Background: an optimization exercise with open tools, aiming at small area and a short achievable clock period. Do not read the settings as production practice. The RTL was checked by simulation tests, not by an equivalence proof against the original design. Power figures rest on the tool's default switching activity, not on a simulated workload.

==> flow/design.v (outline; a module is shown in full before it is edited, if it fits) <==
// module BMD_64_RWDMA_FSM: 975 lines
// module rw_fa: 4 lines
// module rw_ao21: 3 lines
// module rw_xn2: 3 lines
// module rw_or2: 3 lines
// module rw_o21ai: 3 lines
// module rw_nor2: 3 lines
// module rw_mux2: 3 lines
// module rw_a2: 3 lines
// module rw_x2: 3 lines
module BMD_64_RWDMA_FSM (
    clk,
    rst_n,
    init_rst_i,
    wdma_rst_o,
    mwr_len_i,
    mwr_count_i,
    wdma_start_o,
    wdma_addr_o,
    wdma_done_i,
    wdma_irq_o,
    next_wdma_addr_i,
    next_wdma_up_addr_i,
    next_wdma_valid_i,
    wdma_start_i,
    wdma_stop_i,
    wdma_running_o,
    wdma_frame_len_i,
    timeframe_end_i,
    wdma_buf_ptr_o,
    wdma_status_o,
    cc_timeout_o
);
  // ...
==> flow/flow/run.sh <==
#!/bin/bash
# Standard layout (the standard.sh, unchanged synthesis), with two changes:
# - the port buffers are sky130_fd_sc_hd__buf_1 instead of the default
#   clkdlybuf4s50_1, which is larger and slower;
# - clock tree synthesis does not add dummy loads (it otherwise uses the same
#   arguments as ORFS: sink clustering, clock-net repair, CTS_BUF_LIST).
set -euo pipefail
export BUFFER_PORTS_ARGS="-buffer_cell sky130_fd_sc_hd__buf_1"
export CTS_ARGS="-sink_clustering_enable -repair_clock_nets -dont_use_dummy_load -buf_list {sky130_fd_sc_hd__clkbuf_4 sky130_fd_sc_hd__clkbuf_8}"
bash standard.sh finish > flow_make.log 2>&1
==> flow/standard.sh <==
#!/bin/bash
# synth_recipe.tcl (not shown) runs the flow's synth.tcl, then flattens the netlist and writes it again
# the make line also repeats each setting of config.mk as NAME=value (left out here)
make -C /OpenROAD-flow-scripts/flow DESIGN_CONFIG=/design/flow/config.mk WORK_HOME=/design/flow/orfs CLKGATE_MAP_FILE= SYNTH_SCRIPT=/design/flow/synth_recipe.tcl "${@:-finish}"
==> flow/config.mk <==
export PLATFORM = sky130hd
export DESIGN_NAME = BMD_64_RWDMA_FSM
export DESIGN_NICKNAME = BMD_64_RWDMA_FSM
export VERILOG_FILES = /design/flow/design.v
export SDC_FILE = /design/flow/constraint.sdc
export NUM_CORES = 4
export LEC_CHECK = 0
export CAP_MARGIN = 20
export CORE_MARGIN = 2
export CORE_UTILIZATION = 70
export CTS_BUF_LIST = sky130_fd_sc_hd__clkbuf_4 sky130_fd_sc_hd__clkbuf_8
export PLACE_DENSITY = 0.8
export SETUP_SLACK_MARGIN = 4.3
export SLEW_MARGIN = 20
export SYNTH_HIERARCHICAL = 1
export SYNTH_MINIMUM_KEEP_SIZE = 0
==> flow/constraint.sdc <==
create_clock -name core_clock -period 8.5 [get_ports {clk}]
set_input_delay 1.7000 -clock core_clock [delete_from_list [all_inputs] [get_ports {clk}]]
set_output_delay 1.7000 -clock core_clock [all_outputs]
set_load 0.01 [all_outputs]
==> results by group, run 1 <==
Clocking
  • Post-CTS Setup Inserts: 10
  • Root buf cell: clkbuf_8
  • CTS H-tree lvls: 4
  • PostCTS Resize Cnt: 84

Worst setup path
  • Slowest cell on the critical path: dfxtp_1
  • Critical path startpoint: s_q[16]$_DFF_P_
  • Worst Path Max Fanout: 6
  • Buf/Inv on CP: 1
  • CP cell instances: and2_1, a21o_1, a21o_1, a21o_1, a21o_1, a21o_4, mux2_4, buf_6
  • R2R Path Start: s_q[16]$_DFF_P_
  • WP data required: 6.80 ns

Finish
  • NonClk Buf Share: 8.10%
  • Synth-to-Final Area Change: 15.4%
  • Utilization after layout: 83.6%
  • Multi-input combinational area share: 65.5%
  • Largest class: multi-input gates

Logic synthesis
  • Post-Synth Simple-Gate Area: 19.4%
  • Largest family of logic cells by synthesized area: adder cells
  • Synthesized flop and latch total: 117
  • Post-synthesis async set-or-reset flop share: 0%

Flow run
  • Maxcap violations: 0

STA
  • Worst Tran Pin Value: 0.942 ns
  • Minimum clock period: 4.31 ns
  • Slew HR: 37.1%
  • Slew Limit Fails: 0

Hold path
  • Hold Path Stages: 2
  • Critical hold path startpoint: s_q[25]$_DFF_P_

Placement
  • RD Place Congestion: 0.877

Die
  • Core Box Area: 0.0133 mm^2
  • DIE AREA: 0.0148 mm^2

Global routing
  • Antenna violations before repair: 0
  • Grt met2 use: 55.7%
  • Met3 usage: 6.74%
  • GRT overflow: 0

Power and ir drop
  • Sw power: 0.000448 W

Status
  • Status: complete, no violations

Route
  • WL per Instance: 18.5 um
==> run 2, diff against run 1 <==
--- a/flow/config.mk
+++ b/flow/config.mk
@@ -12,3 +12,3 @@
 export PLACE_DENSITY = 0.8
-export SETUP_SLACK_MARGIN = 4.3
+export SETUP_SLACK_MARGIN = 4.2
 export SLEW_MARGIN = 20
==> run 2 against run 1 <==
- area after synthesis unchanged
- still clean
- register-to-register slack gained 0.06 ns
- count of clock-buffer cells in the layout unchanged
- largest power group unchanged
- highest routed layer unchanged
==> results by group, run 2 <==
Logic synthesis
  • Avg Inst Size Synth: 9.21 um^2 (unchanged)
  • Synth top area cells: fa_1 (28%), dfxtp_1 (24%), nand2_1 (8.2%) (unchanged)
  • Post-synth EDFFs: 0 (unchanged)
  • Synth warn: 7 (unchanged)
  • Post-synthesis async set-or-reset flop share: 0% (unchanged)
  • Synth cell count leaders: nand2_1 (211), fa_1 (134), dfxtp_1 (117) (unchanged)
  • Sequential-to-total area share from yosys stat: 24.2% (unchanged)
  • Library cells used by synthesis: 51 (unchanged)
  • Top cell type's share of synthesized area: 27.7% (unchanged)
  • Synthesized flop and latch total: 117 (unchanged)
  • Mapped cell area: 0.00967 mm^2 (unchanged)
  • Primary FF master, synth: dfxtp_1 (unchanged)
  • Most common cell in the netlist: nand2_1 (unchanged)
  • Synthesized instance count: 1050 (unchanged)
  • Yosys top cell by area: fa_1 (unchanged)

Worst setup path
  • WP data required: 6.80 ns (about the same)
  • CP Class: flop to output port (unchanged)
  • Worst Setup End Kind: output port (unchanged)
  • Arrival @ worst endpoint: 2.56 ns (was 2.61 ns)
  • Register-to-Register Path Depth: 7 (unchanged)
  • R2R Setup Slk: 5.42 ns (was 5.36 ns)
  • Worst Path Max Fanout: 6 (unchanged)
  • Type of origin of the critical path: flop (unchanged)
  • R2R Path Start: s_q[14]$_DFF_P_ (was s_q[16]$_DFF_P_)
  • R2R Path End: c_q[15]$_DFF_P_ (was c_q[17]$_DFF_P_)

Placement
  • DP HPWL: 17700 um (about the same)
  • Placed Cells: 1324 (was 1323)
  • RD Place Congestion: 0.907 (was 0.877)
  • I/O Buffers: 154 (unchanged)
  • Placed instance area: 0.0103 mm^2 (about the same)

Finish
  • FILL cells: 846 (was 816)
  • Register area: 0.00235 mm^2 (was 0.00236 mm^2)
  • Commonest non-fill, non-tap cell in the layout: nand2_1 (unchanged)
  • N_diodes: 0 (unchanged)
  • Synth-to-Final Area Change: 14.5% (was 15.4%)
  • Non-Filler Instances: 1361 (was 1363)
  • Fin nets: 1414 (was 1416)
  • Layout cells sized above 1: 12.5% (was 14.7%)
  • Final instance area: 0.0111 mm^2 (was 0.0112 mm^2)
  • Area of the multi-input gates: 0.00729 mm^2 (was 0.00731 mm^2)
  • Top flop regs: c_q x27, s_q x27, wdma_buf_cnt x16 (unchanged)
  • Commonest non-fill, non-tap cells in the layout: nand2_1 (209), buf_1 (123), fa_1 (117) (was nand2_1 (206), buf_1 (116), fa_1 (110))

Power and ir drop
  • Cell leakage power: 4.67 nW (was 4.72 nW)
  • Tot Pwr: 0.00138 W (about the same)
  • Worst vdd ir: 97.4 uV (was 126 uV)
  • Pwr/cell area: 124 mW/mm^2 (about the same)

STA
  • Slew Limit Fails: 0 (unchanged)
  • Fin crit share: 50.1% (was 50.7%)
  • Setup TNS: 0 ns (unchanged)
  • Clock Skew: 0.0217 ns (was 0.0192 ns)
  • Slew HR: 21.7% (was 37.1%)
  • Hold slack: 0.442 ns (was 0.467 ns)
  • Worst Tran Pin Value: 1.17 ns (was 0.942 ns)
  • Final hold vios: 0 (unchanged)
  • Minimum clock period: 4.26 ns (was 4.31 ns)
  • Fmax: 0.235 GHz (was 0.232 GHz)
  • Setup Viol. Count Final: 0 (unchanged)
  • RSZ-0062 raised after global routing: yes (unchanged)

Global routing
  • First-pass GRT wire length: 38900 um (was 38300 um)
  • GRT overflow: 0 (unchanged)
  • Antenna violations before repair: 0 (unchanged)
  • Most used routing layer: met2 (unchanged)
  • Vias in the first global route: 8077 (was 8003)
  • Largest net degree at the start of global routing: 55 (unchanged)
  • Grt met2 use: 55.5% (was 55.7%)
  • GR Util met1: 44.6% (was 44.2%)
  • Gr usage total: 33.8% (was 33.7%)
  • Met3 usage: 7.26% (was 6.74%)

Flow run
  • Maxcap violations: 0 (unchanged)

Die
  • Core Box Area: 0.0133 mm^2 (unchanged)
  • DIE AREA: 0.0148 mm^2 (unchanged)
  • Die Y: 122 um (unchanged)
  • Starting Density: 72.5% (unchanged)
  • Number of I/O pins: 155 (unchanged)
  • DIE WIDTH: 122 um (unchanged)
  • Site row count: 42 (unchanged)

Route
  • Final WL: 25000 um (was 25300 um)
  • DR vias/cell: 6.03 (was 5.98)
  • Drc violations: 0 (unchanged)
  • DR iter-0 viols: 675 (was 666)
  • Antenna viol nets, final: 0 (unchanged)
  • Vias: 8212 (was 8151)
  • WL per Instance: 18.4 um (was 18.5 um)
  • Total iterations of the first detailed-routing run: 5 (was 6)

Clocking
  • Clock sinks: 117 (unchanged)
  • Clk latency of the worst-skew pair: 0.44 ns (about the same)
  • Clock Path Buffers: 2 (unchanged)
  • CTS H-tree lvls: 4 (unchanged)
  • Clock-pin slew on the worst setup and hold paths: 0.07 ns (about the same)
  • Num CTS Buffers: 17 (unchanged)
  • CTS tree: built (unchanged)
  • Root buf cell: clkbuf_8 (unchanged)

Hold path
  • Hold Path Sink: c_q[25]$_DFF_P_ (unchanged)
  • HP Class: flop to flop (unchanged)
  • Hold Path Stages: 2 (unchanged)
  • Critical hold path startpoint: s_q[25]$_DFF_P_ (unchanged)

Status
  • Status: complete, no violations (unchanged)
==> run 2: cell counts after synthesis <==
Identical to the previous run, type by type.
==> run 2: report_power, final <==
group	switching, W	leakage, nW	internal [W]	total, W
clock network	0.000190	0.122	0.000175	0.000365
logic	0.000251	3.60	0.000203	0.000453
registers	0.00000640	0.948	0.000555	0.000561
==> run 2: cell type report <==
| class | instances | area share (%) |
|---|---|---|
| well taps | 176 | 1.99 |
| flip-flops and latches | 117 | 21.2 |
| inverters | 36 | 1.22 |
| multi-input cells | 840 | 65.8 |
| repair buffers | 175 | 7.69 |
| clock buffers | 17 | 2.11 |
==> run 2: cell families (layout without fill, tap and decap cells) <==
family / Yosys count / count (layout) / share of synthesized area (%)
AOI/OAI and AO/OA: 178 / 179 / 12.5
DFF: 117 / 117 / 24.2
other: 1 / 3 / 0.0388
adders and majority gates: 137 / 137 / 28.1
muxes: 12 / 12 / 1.86
buffers and inverters: 96 / 228 / 3.88
and+or+nand+nor: 399 / 399 / 19.4
xor gates and xnor gates: 110 / 110 / 9.96
==> run 2: how the worst max path moves through the flow <==
stage	from	to	slack [ns]	cells past startpoint
3_3_place_gp	mwr_len_i[2]	c_q[14]$_DFF_P_	3.48	8
3_5_place_dp	mwr_len_i[0]	c_q[17]$_DFF_P_	3.40	8
4_1_cts	s_q[1]$_DFF_P_	wdma_addr_o[34]	4.19	8
6_report	s_q[16]$_DFF_P_	wdma_addr_o[37]	4.24	8
5_1_grt	s_q[3]$_DFF_P_	wdma_addr_o[33]	4.17	8
2_1_floorplan	mwr_len_i[2]	c_q[11]$_DFF_P_	4.03	9
==> run 2: through the flow <==
step / util [%] / setup slack (ns)
floorplan: - / 4.03
global placement: 77.3 / 3.48
detailed placement: 77.3 / 3.40
CTS: 80.5 / 4.19
global route: 83.0 / 4.17
finish: 83.0 / 4.24
==> run 2: per-layer routing <==
metal  wire length [um]  vias up
li1                   -     3667
met1               9940     4039
met2              12300      417
met3               2040       89
met4                761        0
met5                  0        -
==> run 2: worst max-delay path: stages, from the launching register on <==
cell and delay, ns:
dfxtp_1 0.35, and2_1 0.18, a21o_1 0.21, a21o_1 0.23, a21o_1 0.20, a21o_1 0.25, a21o_4 0.27, mux2_4 0.33
buf_6 0.12
==> run 2: per-module statistics from Yosys, one instance, submodules excluded, a selection <==
module,flops+latches,times used,cells
BMD_64_RWDMA_FSM,117,1,721
rw_o21ai,0,27,1
rw_nor2,0,27,1
rw_xn2,0,10,1
rw_fa,0,134,1
rw_x2,0,52,1
rw_mux2,0,12,1
==> run 2: repair_timing <==
item / 4_1_cts / 5_1_grt
hold buffers: 0 / 0
gates resized for setup: 40 / 74
setup buffers: 7 / 12
pin swaps: 6 / 17
endpoints found under the setup margin: 47 / 43
gates cloned: 1 / 0
==> run 3, diff against run 2 <==
--- a/flow/config.mk
+++ b/flow/config.mk
@@ -9,5 +9,5 @@
 export CORE_MARGIN = 2
-export CORE_UTILIZATION = 70
+export CORE_UTILIZATION = 80
 export CTS_BUF_LIST = sky130_fd_sc_hd__clkbuf_4 sky130_fd_sc_hd__clkbuf_8
-export PLACE_DENSITY = 0.8
+export PLACE_DENSITY = 0.88
 export SETUP_SLACK_MARGIN = 4.2
==> run 3 against run 2 <==
- sequential cell count stayed put
- via count is 11% higher
- sequential share of layout area is 0.25 points higher
==> results by group, run 3 <==
Global routing
  • Vias in the first global route: 8496 (was 8077)
  • First-pass GRT wire length: 42000 um (was 38900 um)
  • GRT overflow: 0 (unchanged)
  • Largest net degree at the start of global routing: 55 (unchanged)
  • Gr usage total: 41.9% (was 33.8%)
  • Antenna violations before repair: 0 (unchanged)

Finish
  • Commonest non-fill, non-tap cells in the layout: nand2_1 (209), buf_1 (122), fa_1 (117) (was nand2_1 (209), buf_1 (123), fa_1 (117))
  • N_diodes: 0 (unchanged)
  • FILL cells: 498 (was 846)
  • Top flop regs: c_q x27, s_q x27, wdma_buf_cnt x16 (unchanged)
  • Layout cells sized above 1: 11.4% (was 12.5%)
  • Commonest non-fill, non-tap cell in the layout: nand2_1 (unchanged)
  • Synth-to-Final Area Change: 13.1% (was 14.5%)
  • Fin nets: 1408 (was 1414)

Route
  • WL per Instance: 23.3 um (was 18.4 um)
  • Antenna viol nets, final: 0 (unchanged)
  • Drc violations: 0 (unchanged)
  • DR vias/cell: 6.90 (was 6.03)
  • DR iter-0 viols: 1258 (was 675)
  • Vias: 9152 (was 8212)
  • Final WL: 30900 um (was 25000 um)
  • Total iterations of the first detailed-routing run: 12 (was 5)

STA
  • Fin crit share: 52.1% (was 50.1%)
  • Fmax: 0.226 GHz (was 0.235 GHz)
  • Setup TNS: 0 ns (unchanged)
  • Final hold vios: 0 (unchanged)
  • Clock Skew: 0.0264 ns (was 0.0217 ns)
  • Setup Viol. Count Final: 0 (unchanged)
  • Slew HR: 32.7% (was 21.7%)
  • Minimum clock period: 4.43 ns (was 4.26 ns)
  • Slew Limit Fails: 0 (unchanged)
  • RSZ-0062 raised after global routing: yes (unchanged)
  • Hold slack: 0.442 ns (about the same)
  • Worst Tran Pin Value: 1.01 ns (was 1.17 ns)

Placement
  • DP HPWL: 18500 um (was 17700 um)
  • I/O Buffers: 154 (unchanged)
  • RD Place Congestion: 0.924 (was 0.907)

Logic synthesis
  • Library cells used by synthesis: 51 (unchanged)
  • Most common cell in the netlist: nand2_1 (unchanged)
  • Top cell type's share of synthesized area: 27.7% (unchanged)
  • Synthesized instance count: 1050 (unchanged)
  • Primary FF master, synth: dfxtp_1 (unchanged)
  • Synth top area cells: fa_1 (28%), dfxtp_1 (24%), nand2_1 (8.2%) (unchanged)
  • Synth warn: 7 (unchanged)
  • Mapped cell area: 0.00967 mm^2 (unchanged)
  • Synthesized flop and latch total: 117 (unchanged)
  • Avg Inst Size Synth: 9.21 um^2 (unchanged)
  • Post-synth EDFFs: 0 (unchanged)
  • Yosys top cell by area: fa_1 (unchanged)
  • Synth cell count leaders: nand2_1 (211), fa_1 (134), dfxtp_1 (117) (unchanged)
  • Post-synthesis async set-or-reset flop share: 0% (unchanged)
  • Sequential-to-total area share from yosys stat: 24.2% (unchanged)

Die
  • Core Box Area: 0.0119 mm^2 (was 0.0133 mm^2)
  • Site row count: 40 (was 42)
  • Die Y: 114 um (was 122 um)
  • DIE WIDTH: 114 um (was 122 um)
  • Starting Density: 81.2% (was 72.5%)
  • Number of I/O pins: 155 (unchanged)
  • DIE AREA: 0.0130 mm^2 (was 0.0148 mm^2)

Clocking
  • Clock sinks: 117 (unchanged)
  • CTS H-tree lvls: 4 (unchanged)
  • Num CTS Buffers: 17 (unchanged)
  • Clock-pin slew on the worst setup and hold paths: 0.07 ns (about the same)
  • Root buf cell: clkbuf_8 (unchanged)
  • Clock Path Buffers: 2 (unchanged)
  • CTS tree: built (unchanged)
  • Clk latency of the worst-skew pair: 0.45 ns (was 0.44 ns)
  • Hold_buf cts: 0 (unchanged)

Hold path
  • HP Class: flop to flop (unchanged)

Worst setup path
  • Worst Path Max Fanout: 6 (unchanged)
  • Worst Setup End Kind: output port (unchanged)
  • CP Class: flop to output port (unchanged)
  • WP data required: 6.80 ns (about the same)
  • Arrival @ worst endpoint: 2.73 ns (was 2.56 ns)
  • Type of origin of the critical path: flop (unchanged)

Power and ir drop
  • Worst vdd ir: 119 uV (was 97.4 uV)
  • Pwr/cell area: 130 mW/mm^2 (was 124 mW/mm^2)
  • Cell leakage power: 4.65 nW (was 4.67 nW)

Status
  • Status: complete, no violations (unchanged)

Flow run
  • Maxcap violations: 0 (unchanged)
==> run 3: cell count changes in the layout (fill, tap and decap cells not counted), moves of 2 or more <==
cell    change
and2_4      -2
buf_4       -6
xor2_1      +9
xor2_2      -9
==> run 3: path summary, 6_finish.rpt <==
check                                startpoint              end  slack, ns  cells after the start
worst max register to register  s_q[11]$_DFF_P_  c_q[12]$_DFF_P_       5.21                      7
worst min register to register  s_q[25]$_DFF_P_  c_q[25]$_DFF_P_       0.44                      2
worst min-delay path            s_q[25]$_DFF_P_  c_q[25]$_DFF_P_       0.44                      2
worst max-delay path            s_q[11]$_DFF_P_  wdma_addr_o[37]       4.07                      8
==> run 3: modules after synthesis (local to each module, per instance) <==
module	area (um^2)	flip-flops and latches
BMD_64_RWDMA_FSM	5540	117
rw_ao21	7.51	0
rw_fa	20.0	0
rw_mux2	15.0	0
rw_nor2	3.75	0
rw_o21ai	5.00	0
rw_or2	6.26	0
rw_x2	8.76	0
rw_xn2	8.76	0
==> run 3: layout make-up <==
cell class,instances,area [um^2],share of cell area (%)
clock buffer,17,234,2.14
inverter,36,135,1.24
multi-input combinational,841,7230,66.1
sequential,117,2350,21.5
tap,147,184,1.68
timing repair buffer,168,810,7.40
==> run 3: power by group <==
| group | total [W] | switching, W | internal [W] |
|---|---|---|---|
| Sequential | 0.000561 | 0.00000698 | 0.000554 |
| Clock | 0.000373 | 0.000197 | 0.000175 |
| Combinational | 0.000490 | 0.000276 | 0.000214 |
==> run 3: cell families (layout without fill, tap and decap cells) <==
| group | after synthesis | after routing | share of synthesized area, % |
|---|---|---|---|
| AOI/OAI and AO/OA | 178 | 180 | 12.5 |
| xor gates and xnor gates | 110 | 110 | 9.96 |
| adders and majority gates | 137 | 137 | 28.1 |
| buffers and inverters | 96 | 221 | 3.88 |
| DFF | 117 | 117 | 24.2 |
| muxes | 12 | 12 | 1.86 |
| other | 1 | 3 | 0.0388 |
| and+or+nand+nor | 399 | 399 | 19.4 |
==> run 3: metrics by stage <==
step	total power, W	utilization [%]	area [um^2]	worst slack (ns)	std cells
5_1_grt	0.00150	91.9	10900	4.07	1326
3_3_place_gp	0.000986	86.2	10300	3.48	1294
4_1_cts	0.00138	89.6	10700	4.20	1317
2_1_floorplan	0.000905	-	9900	4.03	1052
6_report	0.00142	91.9	10900	4.07	1326
3_5_place_dp	0.00102	86.2	10300	3.37	1294
==> run 3: worst max-delay path, stage by stage, from the launching register on <==
cell     delay (ns)
dfxtp_1        0.46
xor2_2         0.14
and2_1         0.25
a21o_1         0.24
a21o_1         0.22
a21o_4         0.25
a21o_4         0.27
mux2_4         0.33
buf_6          0.13
==> run 3: repair_timing <==
action                                  in CTS  in global routing
endpoints found under the setup margin      46                 41
gates resized for setup                     40                 63
gates cloned                                 2                  0
pin swaps                                    6                 11
buffers inserted                             4                  9
==> run 3: routing by layer <==
layer / wire length (um) / vias to the layer above / GRT usage, %
met3: 4050 / 260 / 10.8
met2: 14600 / 886 / 68.7
met4: 2200 / 0 / 22.3
li1: - / 3676 / -
met1: 10000 / 4330 / 51.3
met5: 0 / - / 0

[port drivers added, routing unchanged]
The results above use ideal ports. As a check the final layouts listed here were re-extracted and re-timed, cells and wires unchanged. Step 1 sets driving cells, clkbuf_16 on the clock port and buf_2 on the other inputs (assumed; they add their load-dependent delay and slew). Step 2 moves the port delays by t, midway between the first and last clock arrival at a register: inputs arrive t later, outputs are due t later. That takes back most of the time a late clock gives input paths. a / b / c = ideal ports / drivers / drivers and shift; a / b = the first two.
run | t (ns) | slack for setup (ns) | latest minus earliest clock arrival (ns) | worst register clock-pin slew, ns | pins driven straight from the clock port
run 1 | 0.470 | 4.188 / 4.150 / 3.885 | 0.024 / 0.023 | 0.07 / 0.07 | 1
run 2 | 0.461 | 4.239 / 4.204 / 3.820 | 0.022 / 0.022 | 0.07 / 0.07 | 1
run 3 | 0.475 | 4.073 / 4.032 / 3.660 | 0.027 / 0.027 | 0.07 / 0.07 | 1
After both steps every run listed still meets setup and hold. The setup slack of run 2, which loses most, moves by -0.035 ns with the drivers and by -0.419 ns with both steps.
